Source: an optimization exercise on an open RTL-to-GDS flow (aim: small area, a short achievable clock period and few clock cycles). Production flows keep margins and buffers that such runs may drop. Only simulation tests tie the RTL to the original design; equivalence was not proved. Power figures rest on the tool's default switching activity, not on a simulated workload.

**design/flow/design.v**
```verilog
`timescale 1ns/100ps
`default_nettype none
module Milestone_1 (
	input  logic            Clock,
	input  logic            resetn,
	input  logic            start,
	input  logic   [15:0]   SRAM_read_data,
	output logic   [17:0]   SRAM_address,
	output logic   [15:0]   SRAM_write_data,
	output logic            SRAM_we_n,
	output logic            stop
);
localparam [17:0] U_BASE = 18'd38400;
localparam [17:0] V_BASE = 18'd57600;
localparam [17:0] RGB_BASE = 18'd146944;
logic        run;
logic [3:0]  ph;
logic [6:0]  m;
logic [15:0] ycnt;
logic [17:0] waddr;
logic [15:0] yreg;
logic [7:0]  uw [0:5];
logic [7:0]  vw [0:5];
logic [7:0]  ulo, vlo;
logic [8:0]  opu, opv;
logic        negu, negv;
logic [7:0]  bhold;
logic [3:0] nph;
logic [6:0] nm;
logic       row_end, last_row;
assign row_end  = (ph == 4'd3) && (m == 7'd81);
assign last_row = (ycnt == 16'd38400);
always_comb begin
	if (ph == 4'd9) begin
		nph = 4'd0;
		nm  = m + 7'd1;
	end else if (row_end) begin
		nph = 4'd8;
		nm  = 7'd0;
	end else begin
		nph = ph + 4'd1;
		nm  = m;
	end
end
logic        n_rd_y, n_wr, n_rd_uv;
logic [17:0] uv_addr;
logic [1:0]  uv_off;
logic        uv_isv;
always_comb begin
	n_rd_y  = 1'b0;
	n_wr    = 1'b0;
	n_rd_uv = 1'b0;
	uv_off  = 2'd0;
	uv_isv  = 1'b0;
	case (nph)
		4'd0: n_rd_y = (nm <= 7'd80);
		4'd1: begin
			if (nm == 7'd1) begin n_rd_uv = 1'b1; uv_isv = 1'b1; uv_off = 2'd0; end
			else n_wr = 1'b1;
		end
		4'd2: begin
			if (nm == 7'd1) begin n_rd_uv = 1'b1; uv_isv = 1'b1; uv_off = 2'd1; end
			else n_wr = 1'b1;
		end
		4'd3: n_wr = (nm != 7'd1);
		4'd4: begin n_rd_uv = (nm <= 7'd78); uv_isv = 1'b0; uv_off = 2'd2; end
		4'd5: begin n_rd_uv = (nm <= 7'd78); uv_isv = 1'b1; uv_off = 2'd2; end
		4'd6: n_rd_y = 1'b1;
		4'd7: n_wr = 1'b1;
		4'd8: begin
			if (nm == 7'd0) begin n_rd_uv = 1'b1; uv_isv = 1'b0; uv_off = 2'd0; end
			else n_wr = 1'b1;
		end
		4'd9: begin
			if (nm == 7'd0) begin n_rd_uv = 1'b1; uv_isv = 1'b0; uv_off = 2'd1; end
			else n_wr = 1'b1;
		end
		default: ;
	endcase
end
assign uv_addr = {3'd0, ycnt[15:1]} + (uv_isv ? V_BASE : U_BASE) + {16'd0, uv_off};
always_ff @(posedge Clock or negedge resetn) begin
	if (~resetn) begin
		run <= 1'b0;
		stop <= 1'b0;
		ph <= 4'd0;
		m <= 7'd0;
		ycnt <= 16'd0;
		waddr <= RGB_BASE;
		SRAM_address <= 18'd0;
		SRAM_we_n <= 1'b1;
	end else begin
		SRAM_we_n <= 1'b1;
		if (!run) begin
			if (start && !stop) begin
				run <= 1'b1;
				ph <= 4'd8;
				m <= 7'd0;
				SRAM_address <= U_BASE;  
			end
		end else if (row_end && last_row) begin
			run <= 1'b0;
			stop <= 1'b1;
		end else begin
			ph <= nph;
			m <= nm;
			if (n_rd_y) begin
				SRAM_address <= {2'd0, ycnt};
				ycnt <= ycnt + 16'd1;
			end else if (n_wr) begin
				SRAM_address <= waddr;
				waddr <= waddr + 18'd1;
				SRAM_we_n <= 1'b0;
			end else if (n_rd_uv) begin
				SRAM_address <= uv_addr;
			end
		end
	end
end
logic c_isel_v, c_tmode, c_first_i, c_ld_opu, c_ld_opv;
logic c_cap_even, c_first_e, c_wsel_rg, c_wsel_bhr;
always_ff @(posedge Clock) begin
	c_isel_v   <= (nph == 4'd9) || (nph == 4'd5);
	c_tmode    <= (nph == 4'd2) && (nm == 7'd1);
	c_first_i  <= (nph == 4'd4 || nph == 4'd5) && (nm == 7'd1);
	c_ld_opu   <= (nph == 4'd8) || (nph == 4'd4);
	c_ld_opv   <= (nph == 4'd9) || (nph == 4'd5);
	c_cap_even <= (nph == 4'd9) || (nph == 4'd5);
	c_first_e  <= (nm == 7'd1);
	c_wsel_rg  <= (nph == 4'd0) || (nph == 4'd6);
	c_wsel_bhr <= (nph == 4'd1) || (nph == 4'd7);
end
logic [7:0] rd_hi, rd_lo;
assign rd_hi = SRAM_read_data[15:8];
assign rd_lo = SRAM_read_data[7:0];
always_ff @(posedge Clock) begin
	if (ph == 4'd2 || ph == 4'd8) yreg <= SRAM_read_data;
	if (m == 7'd1 && ph == 4'd0) begin
		uw[0] <= rd_hi; uw[1] <= rd_hi; uw[2] <= rd_hi; uw[3] <= rd_lo;
	end else if (m == 7'd1 && ph == 4'd1) begin
		uw[4] <= rd_hi; uw[5] <= rd_lo;
	end else if (ph == 4'd1 || ph == 4'd6) begin
		uw[0] <= uw[1]; uw[1] <= uw[2]; uw[2] <= uw[3]; uw[3] <= uw[4]; uw[4] <= uw[5];
		if (ph == 4'd1) uw[5] <= (m >= 7'd80) ? uw[5] : ulo;
		else            uw[5] <= (m >= 7'd79) ? uw[5] : rd_hi;
	end
	if (ph == 4'd6) ulo <= rd_lo;
	if (m == 7'd1 && ph == 4'd3) begin
		vw[0] <= rd_hi; vw[1] <= rd_hi; vw[2] <= rd_hi; vw[3] <= rd_lo;
	end else if (m == 7'd1 && ph == 4'd4) begin
		vw[4] <= rd_hi; vw[5] <= rd_lo;
	end else if (ph == 4'd1 || ph == 4'd7) begin
		vw[0] <= vw[1]; vw[1] <= vw[2]; vw[2] <= vw[3]; vw[3] <= vw[4]; vw[4] <= vw[5];
		if (ph == 4'd1) vw[5] <= (m >= 7'd80) ? vw[5] : vlo;
		else            vw[5] <= (m >= 7'd79) ? vw[5] : rd_hi;
	end
	if (ph == 4'd7) vlo <= rd_lo;
end
logic        uadj;
logic [7:0]  ia, ib, ic, id, ie, ig;
logic [8:0]  p1, p2, p3, p1m;
logic [18:0] s_core, S;
logic [8:0]  iop;
logic        ineg, p3big;
always_comb begin
	if (c_isel_v) begin
		ia = vw[0]; ib = vw[1]; ic = vw[2]; id = vw[3]; ie = vw[4]; ig = vw[5];
	end else begin
		ia = uw[0]; ib = uw[1]; ic = uw[2]; id = uw[3]; ie = uw[4]; ig = uw[5];
	end
	p1 = {1'b0, ia} + {1'b0, ig};
	p2 = {1'b0, ib} + {1'b0, ie};
	p3 = {1'b0, ic} + {1'b0, id};
	p1m = c_tmode ? 9'd0 : p1;
end
	assign s_core = {10'd0, ~p3}
		+ {5'd0, p3, 5'd0}
		+ {3'd0, p3, 7'd0}
		+ {8'd0, ~p2, 2'd0}
		+ {6'd0, p2, 4'd0}
		+ {4'd0, ~p2, 6'd0}
		+ {10'd0, p1m}
		+ {8'd0, p1m, 2'd0}
		+ {6'd0, p1m, 4'd0}
		+ 19'd489029;
assign S = s_core + (c_tmode ? 19'd0 : 19'd128);
assign p3big = (p3 >= 9'd413);
always_comb begin
	iop  = S[16:8] - 9'd128;
	ineg = S[18];
	if (c_first_i && !c_isel_v) begin
		iop[8] = iop[8] ^ uadj;
		ineg = 1'b0;
	end else if (c_first_i && c_isel_v && p3big) begin
		iop[8] = ~iop[8];
		ineg = ~(~S[18] & S[16]);
	end
end
always_ff @(posedge Clock) begin
	if (c_tmode) uadj <= S[18] | S[17] | S[16];
	if (c_ld_opu) begin
		opu  <= iop;
		negu <= ineg;
	end
	if (c_ld_opv) begin
		opv  <= iop;
		negv <= ineg;
	end
end
logic        e_even, e_negu, e_negv, e_first;
logic [7:0]  ey;
logic [8:0]  xu, xv;
logic [26:0] sr, sg, sb;
logic [7:0]  cr, cg, cb, fr, fg, fb;
always_ff @(posedge Clock) begin
	e_even  <= c_cap_even;
	e_negu  <= negu;
	e_negv  <= negv;
	e_first <= c_first_e;
	if (c_cap_even) begin
		ey <= yreg[15:8];
		xu <= {uw[2][7], ~uw[2][7], uw[2][6:0]};
		xv <= {vw[2][7], ~vw[2][7], vw[2][6:0]};
	end else begin
		ey <= yreg[7:0];
		xu <= {~opu[8], opu[7:0]};
		xv <= {~opv[8], opv[7:0]};
	end
end
	assign sr = {17'd0, ~ey, 2'd0}
		+ {10'd0, ey, 9'd0}
		+ {8'd0, ey, 11'd0}
		+ {6'd0, ey, 13'd0}
		+ {3'd0, ey, 16'd0}
		+ {18'd0, ~xv}
		+ {16'd0, xv, 2'd0}
		+ {14'd0, xv, 4'd0}
		+ {11'd0, xv, 7'd0}
		+ {7'd0, ~xv, 11'd0}
		+ {5'd0, xv, 13'd0}
		+ {3'd0, ~xv, 15'd0}
		+ {1'd0, xv, 17'd0}
		+ 27'd88428357;
	assign sg = {17'd0, ~ey, 2'd0}
		+ {10'd0, ey, 9'd0}
		+ {8'd0, ey, 11'd0}
		+ {6'd0, ey, 13'd0}
		+ {3'd0, ey, 16'd0}
		+ {15'd0, xu, 3'd0}
		+ {13'd0, ~xu, 5'd0}
		+ {8'd0, ~xu, 10'd0}
		+ {5'd0, xu, 13'd0}
		+ {3'd0, ~xu, 15'd0}
		+ {18'd0, ~xv}
		+ {13'd0, ~xv, 5'd0}
		+ {6'd0, ~xv, 12'd0}
		+ {4'd0, xv, 14'd0}
		+ {2'd0, ~xv, 16'd0}
		+ 27'd100312965;
	assign sb = {17'd0, ~ey, 2'd0}
		+ {10'd0, ey, 9'd0}
		+ {8'd0, ey, 11'd0}
		+ {6'd0, ey, 13'd0}
		+ {3'd0, ey, 16'd0}
		+ {18'd0, ~xu}
		+ {16'd0, ~xu, 2'd0}
		+ {13'd0, xu, 5'd0}
		+ {11'd0, xu, 7'd0}
		+ {8'd0, xu, 10'd0}
		+ {1'd0, xu, 17'd0}
		+ 27'd99137353;
function automatic [7:0] clip27(input logic [26:0] s);
	clip27 = s[26] ? 8'd0 : (|s[25:24]) ? 8'd255 : s[23:16];
endfunction
always_comb begin
	cr = clip27(sr);
	cg = clip27(sg);
	cb = clip27(sb);
	fr = cr; fg = cg; fb = cb;
	if (!e_even) begin
		if (e_negv) fr = 8'd0;
		if (e_negu) fb = 8'd255;
		if (e_negu) fg = 8'd0;
		else if (e_negv) fg = e_first ? 8'd0 : 8'd255;
	end
end
always_ff @(posedge Clock) begin
	bhold <= fb;
	if (c_wsel_rg)
		SRAM_write_data <= {fr, fg};
	else if (c_wsel_bhr)
		SRAM_write_data <= {bhold, fr};
	else
		SRAM_write_data <= {fg, fb};
end
endmodule
```
**design/flow/run.sh**
```bash
#!/bin/bash
# synth_recipe.tcl (not shown) runs the flow's synth.tcl, then flattens the netlist and writes it again
# the make line also repeats each setting of config.mk as NAME=value (left out here)
make -C /OpenROAD-flow-scripts/flow DESIGN_CONFIG=/design/flow/config.mk WORK_HOME=/design/flow/orfs CLKGATE_MAP_FILE= SYNTH_SCRIPT=/design/flow/synth_recipe.tcl finish
```
**design/flow/config.mk**
```make
export PLATFORM = sky130hd
export DESIGN_NAME = Milestone_1
export DESIGN_NICKNAME = Milestone_1
export VERILOG_FILES = /design/flow/design.v
export SDC_FILE = /design/flow/constraint.sdc
export NUM_CORES = 4
export LEC_CHECK = 0
export CAP_MARGIN = 20
export CORE_MARGIN = 2
export CORE_UTILIZATION = 40
export SLEW_MARGIN = 20
```
**design/flow/constraint.sdc**
```tcl
create_clock -name core_clock -period 11.0 [get_ports {Clock}]
set_input_delay 2.2000 -clock core_clock [delete_from_list [all_inputs] [get_ports {Clock}]]
set_output_delay 2.2000 -clock core_clock [all_outputs]
set_load 0.01 [all_outputs]
```
==> results.txt <==
## worst reg2reg max path, cell delays in order (launching register included)
cell       delay, ps
dfxtp_4          690
buf_4            700
mux2_2           440
ha_1             350
nand3_1          110
o2111ai_1        210
o211ai_1         140
xor2_1           260
inv_1            150
fa_1             500
fa_1             510
fa_1             500
inv_1             60
fa_1             500
fa_1             510
ha_1             340
a21o_1           180
a21o_1           190
o311ai_0         820
nand3b_1         250
a21oi_1          230
xor2_1           290
xnor2_1          130
xnor2_1          140
## area by class of cell
class,instances,share of cell area (%)
clock buffers,43,3.19
clock inverters,15,0.503
inverters,341,4.80
multi-input cells,1699,57.8
flip-flops and latches,276,27.6
well taps,782,3.67
repair buffers,66,2.42
## layer usage
metal | vias up | global-route usage (%) | part of all wire, %
met5 | - | 0 | 0.044
met4 | 4 | 4.47 | 2.1
met3 | 76 | 2.51 | 4.8
met2 | 361 | 32.1 | 47
met1 | 8535 | 27.2 | 46
li1 | 8249 | - | -
## sequential cells by signal, summed over array words and instances (netlist names), 16 cells and up
name and count:
yreg 16, vw 48, SRAM_write_data 16, uw 48, ycnt 16, SRAM_address 18, waddr 18
## layout by cell type (no fill, tap or decap), types with 11 or more instances in the layout
cell,n
and2_1,21
nand2b_1,19
edfxtp_1,149
a21o_1,21
xor2_1,37
dfrtp_1,59
nor2_1,100
a31oi_1,33
o21bai_1,18
and3_1,15
nand3_1,41
nand2_1,255
inv_1,340
buf_4,11
ha_1,303
fa_1,203
o21a_1,16
o21ai_0,106
clkbuf_16,31
nor3_1,34
clkdlybuf4s50_1,53
mux2i_1,26
mux2_2,75
dfxtp_1,60
nand4_1,28
xnor2_1,76
a211oi_1,14
a21oi_1,79
o211ai_1,24
## synth_stat cells (6+ instances only)
cell / count / share of area, %
nor3_1: 36 / 0.74
nor4_1: 6 / 0.15
nor2_1: 100 / 1.5
nor2b_1: 8 / 0.21
ha_1: 303 / 16
fa_1: 203 / 17
o211ai_1: 24 / 0.74
xor2_1: 37 / 1.3
a21oi_1: 79 / 1.6
edfxtp_1: 149 / 18
mux2i_1: 26 / 1.1
nand4_1: 28 / 0.72
a21o_1: 21 / 0.65
a22oi_1: 9 / 0.28
mux2_2: 75 / 3.5
nand3_1: 41 / 0.84
o21a_1: 16 / 0.49
a211oi_1: 14 / 0.43
or3_1: 6 / 0.15
nor3_2: 6 / 0.25
nand2b_1: 19 / 0.49
inv_1: 340 / 5.3
o21bai_1: 18 / 0.56
dfstp_2: 7 / 0.76
a31oi_1: 33 / 0.85
and4_1: 6 / 0.22
buf_2: 12 / 0.25
clkbuf_1: 45 / 0.70
and3_1: 15 / 0.39
dfrtp_1: 59 / 6.1
nand2_1: 255 / 3.9
a32o_1: 7 / 0.29
dfxtp_1: 61 / 5.0
and2_1: 21 / 0.54
or2_2: 6 / 0.15
o31ai_1: 10 / 0.31
o21ai_0: 107 / 2.2
xnor2_1: 76 / 2.7
## through the flow
step | hold slack, ps | instances | utilization, % | power (mW) | instance area (um^2)
after CTS | 327 | 3221 | 44.2 | 2.15 | 26600
after global placement | 312 | 3163 | 42.5 | 1.13 | 25600
final | 326 | 3222 | 44.2 | 2.12 | 26600
after floorplan | 310 | 2381 | - | 1.11 | 24300
after global routing | 334 | 3222 | 44.2 | 2.18 | 26600
after detailed placement | 312 | 3163 | 42.5 | 1.13 | 25600
## where the power goes
| group | switching (mW) | total [mW] | internal, mW | leakage, nW |
|---|---|---|---|---|
| clock network | 0.447 | 1.02 | 0.569 | 0.484 |
| registers | 0.00151 | 1.09 | 1.09 | 2.72 |
| logic | 0.0137 | 0.0217 | 0.00803 | 8.79 |
## final timing paths
check | startpoint | end | slack, ps
setup / recovery | c_cap_even | opv[8] | 2550
setup reg to reg | c_cap_even | opv[8] | 2550
min in group asynchronous | resetn | SRAM_address[17] | 1790
hold / removal | c_first_e | e_first | 330
max in group asynchronous | resetn | m[2] | 8640
hold reg to reg | c_first_e | e_first | 330
## cell families (layout without fill, tap and decap cells)
kind of cell	count (synthesis)	in the layout
flip-flops	276	276
adder cells (fa/ha/maj)	506	506
AND/OR/NAND/NOR	579	579
buffers and inverters	406	465
XOR/XNOR	113	113
multiplexers	103	103
AO/OA/AOI/OAI	398	398
==> metrics.cfg <==
[synth]
syn_nets=2906
synth_cells=2381
synthXorXnorAreaFrac_pct=4.07
synthArstFlopShare_pct=23.9
synthAdderAreaFrac_pct=32.3
seq_area_frac_synth_pct=30.3
synth_compound_area_share_pct=10.8
ys.flop_type=edfxtp_1
synthSimpleGateAreaFrac_pct=11.4
ys_ff_latch=276
synth.cell_area_mm2=0.0243
synth_edf_count=149
synthMuxAreaShare_pct=4.64
synth_cell_types=89
ys_warn_count=3
synth_top_family_by_area=adder cells
avgSynthCellArea_um2=10.2

[sta]
setup_ws_ps=2550
setup_viol=0
fin_skew_ps=20.2
fin_crit_sh_pct=76.8
fin_crit_ps=8450
worstMarginPinSlew_ps=1070
max_slew_margin_pct=28.5
fmax_mhz=118
setup_tns_ps=0
slew_viol_final=0
hold_viol=0
rsz0062_at_grt=no

[clocking]
cts_root_buf=clkbuf_16
ctsHoldBuffers=0
post-cts-setup-buffer-count=0
cts_made_buffers=31
clock-sinks=276
tritoncts=done
cts_buffer_depth=3
clock_latency_ps=610
clk_pin_slew_ps=60
cts_resized=0
htree_levels=1

[critical_path]
worst_setup_path_start_kind=register
cp_num_cells=23
crit_arrival_ps=8790
crit_type=register to register
worstPathCellList=buf_4 -> mux2_2 -> ha_1 -> nand3_1 -> o2111ai_1 -> o211ai_1 -> xor2_1 -> inv_1 -> fa_1 -> fa_1 -> fa_1 -> inv_1 -> fa_1 -> fa_1 -> ha_1 -> a21o_1 -> a21o_1 -> o311ai_0 -> nand3b_1 -> a21oi_1 -> xor2_1 -> xnor2_1 -> xnor2_1
required_ps=11340
path_common_cell=fa_1
cpMaxStageDelayCell=o311ai_0
cpLargestDelayFamily=adder cells
reg2regPathDepth=23
endpoint_kind=register
slowest_delay_ps=820
critPathBufInv=3
path_max_fanout=57

[floorplanning]
die_area_mm2=0.0627
rows=90
fp.coreArea_mm2=0.0602
dieWidth_um=250
io_pins=55
start_util_pct=40.3
die_y_um=250

[global_routing]
grt_pass1_vias=17600
grt_max_degree=67
track_usage_pct=19.5
grt_pass1_wl_um=97000
grt_overflow_total=0
antenna_found_initial=3

[power_and_ir_drop]
peakVddDrop_mv=0.118
p_per_area_mw_per_mm2=79.7
power.leakage_nw=12.0

[flow_run]
cap_viol_max_count=0

[cells_and_area]
layout.nets=2940
drive_above_1_share_pct=7.34
multiInputGateArea_mm2=0.0154
fillers=5642
synthToLayoutAreaGrowth_pct=9.68
seqCellArea_mm2=0.00736
n_antenna_cell=0

[placed_design]
portBuffers=54
hpwl_um=48200
place.gp.congestion=0.892
pre_cts_ws_ps=2480

[hold_path]
hold_path_depth=0
hp-class=register to register

[routing]
drt-total-wl_um=60700
drt_iter0_drc=1171
vias_per_cell=5.35
ant_nets=0
wl_per_cell_um=18.9
drtPass1Iterations=6
vias=17200
drc=0

[status]
run_status=complete, no violations

Testbench counts, summed over its fixed seeds: cycles 773,764.

[what the ideal ports hide]
The flow's constraints put no driver on any port. The routed layout listed below was extracted and timed again, unchanged, in two steps. Step 1 (the two cells are an assumption about what drives the block):
set clk [get_ports {Clock}]
set_driving_cell -lib_cell sky130_fd_sc_hd__clkbuf_16 $clk
set_driving_cell -lib_cell sky130_fd_sc_hd__buf_2 [delete_from_list [all_inputs] $clk]
Step 2 adds t to the input delays and takes it off the output delays; t is the mean of the earliest and latest rising clock arrival at the registers after step 1. Input paths then give back, and output paths get back, about the clock's delay inside the block. Three values: no drivers, after step 1, after step 2; two values: the first two.
t (ns): 0.652
setup slack, ns: 2.551 / 2.551 / 2.551
worst data-port slew with drivers (ns): 0.03
pins driven straight from the clock port: 1
After both steps setup and hold are still met in this run. For this run, drivers alone change the setup slack by 0.000 ns; drivers and shift together by 0.000 ns.
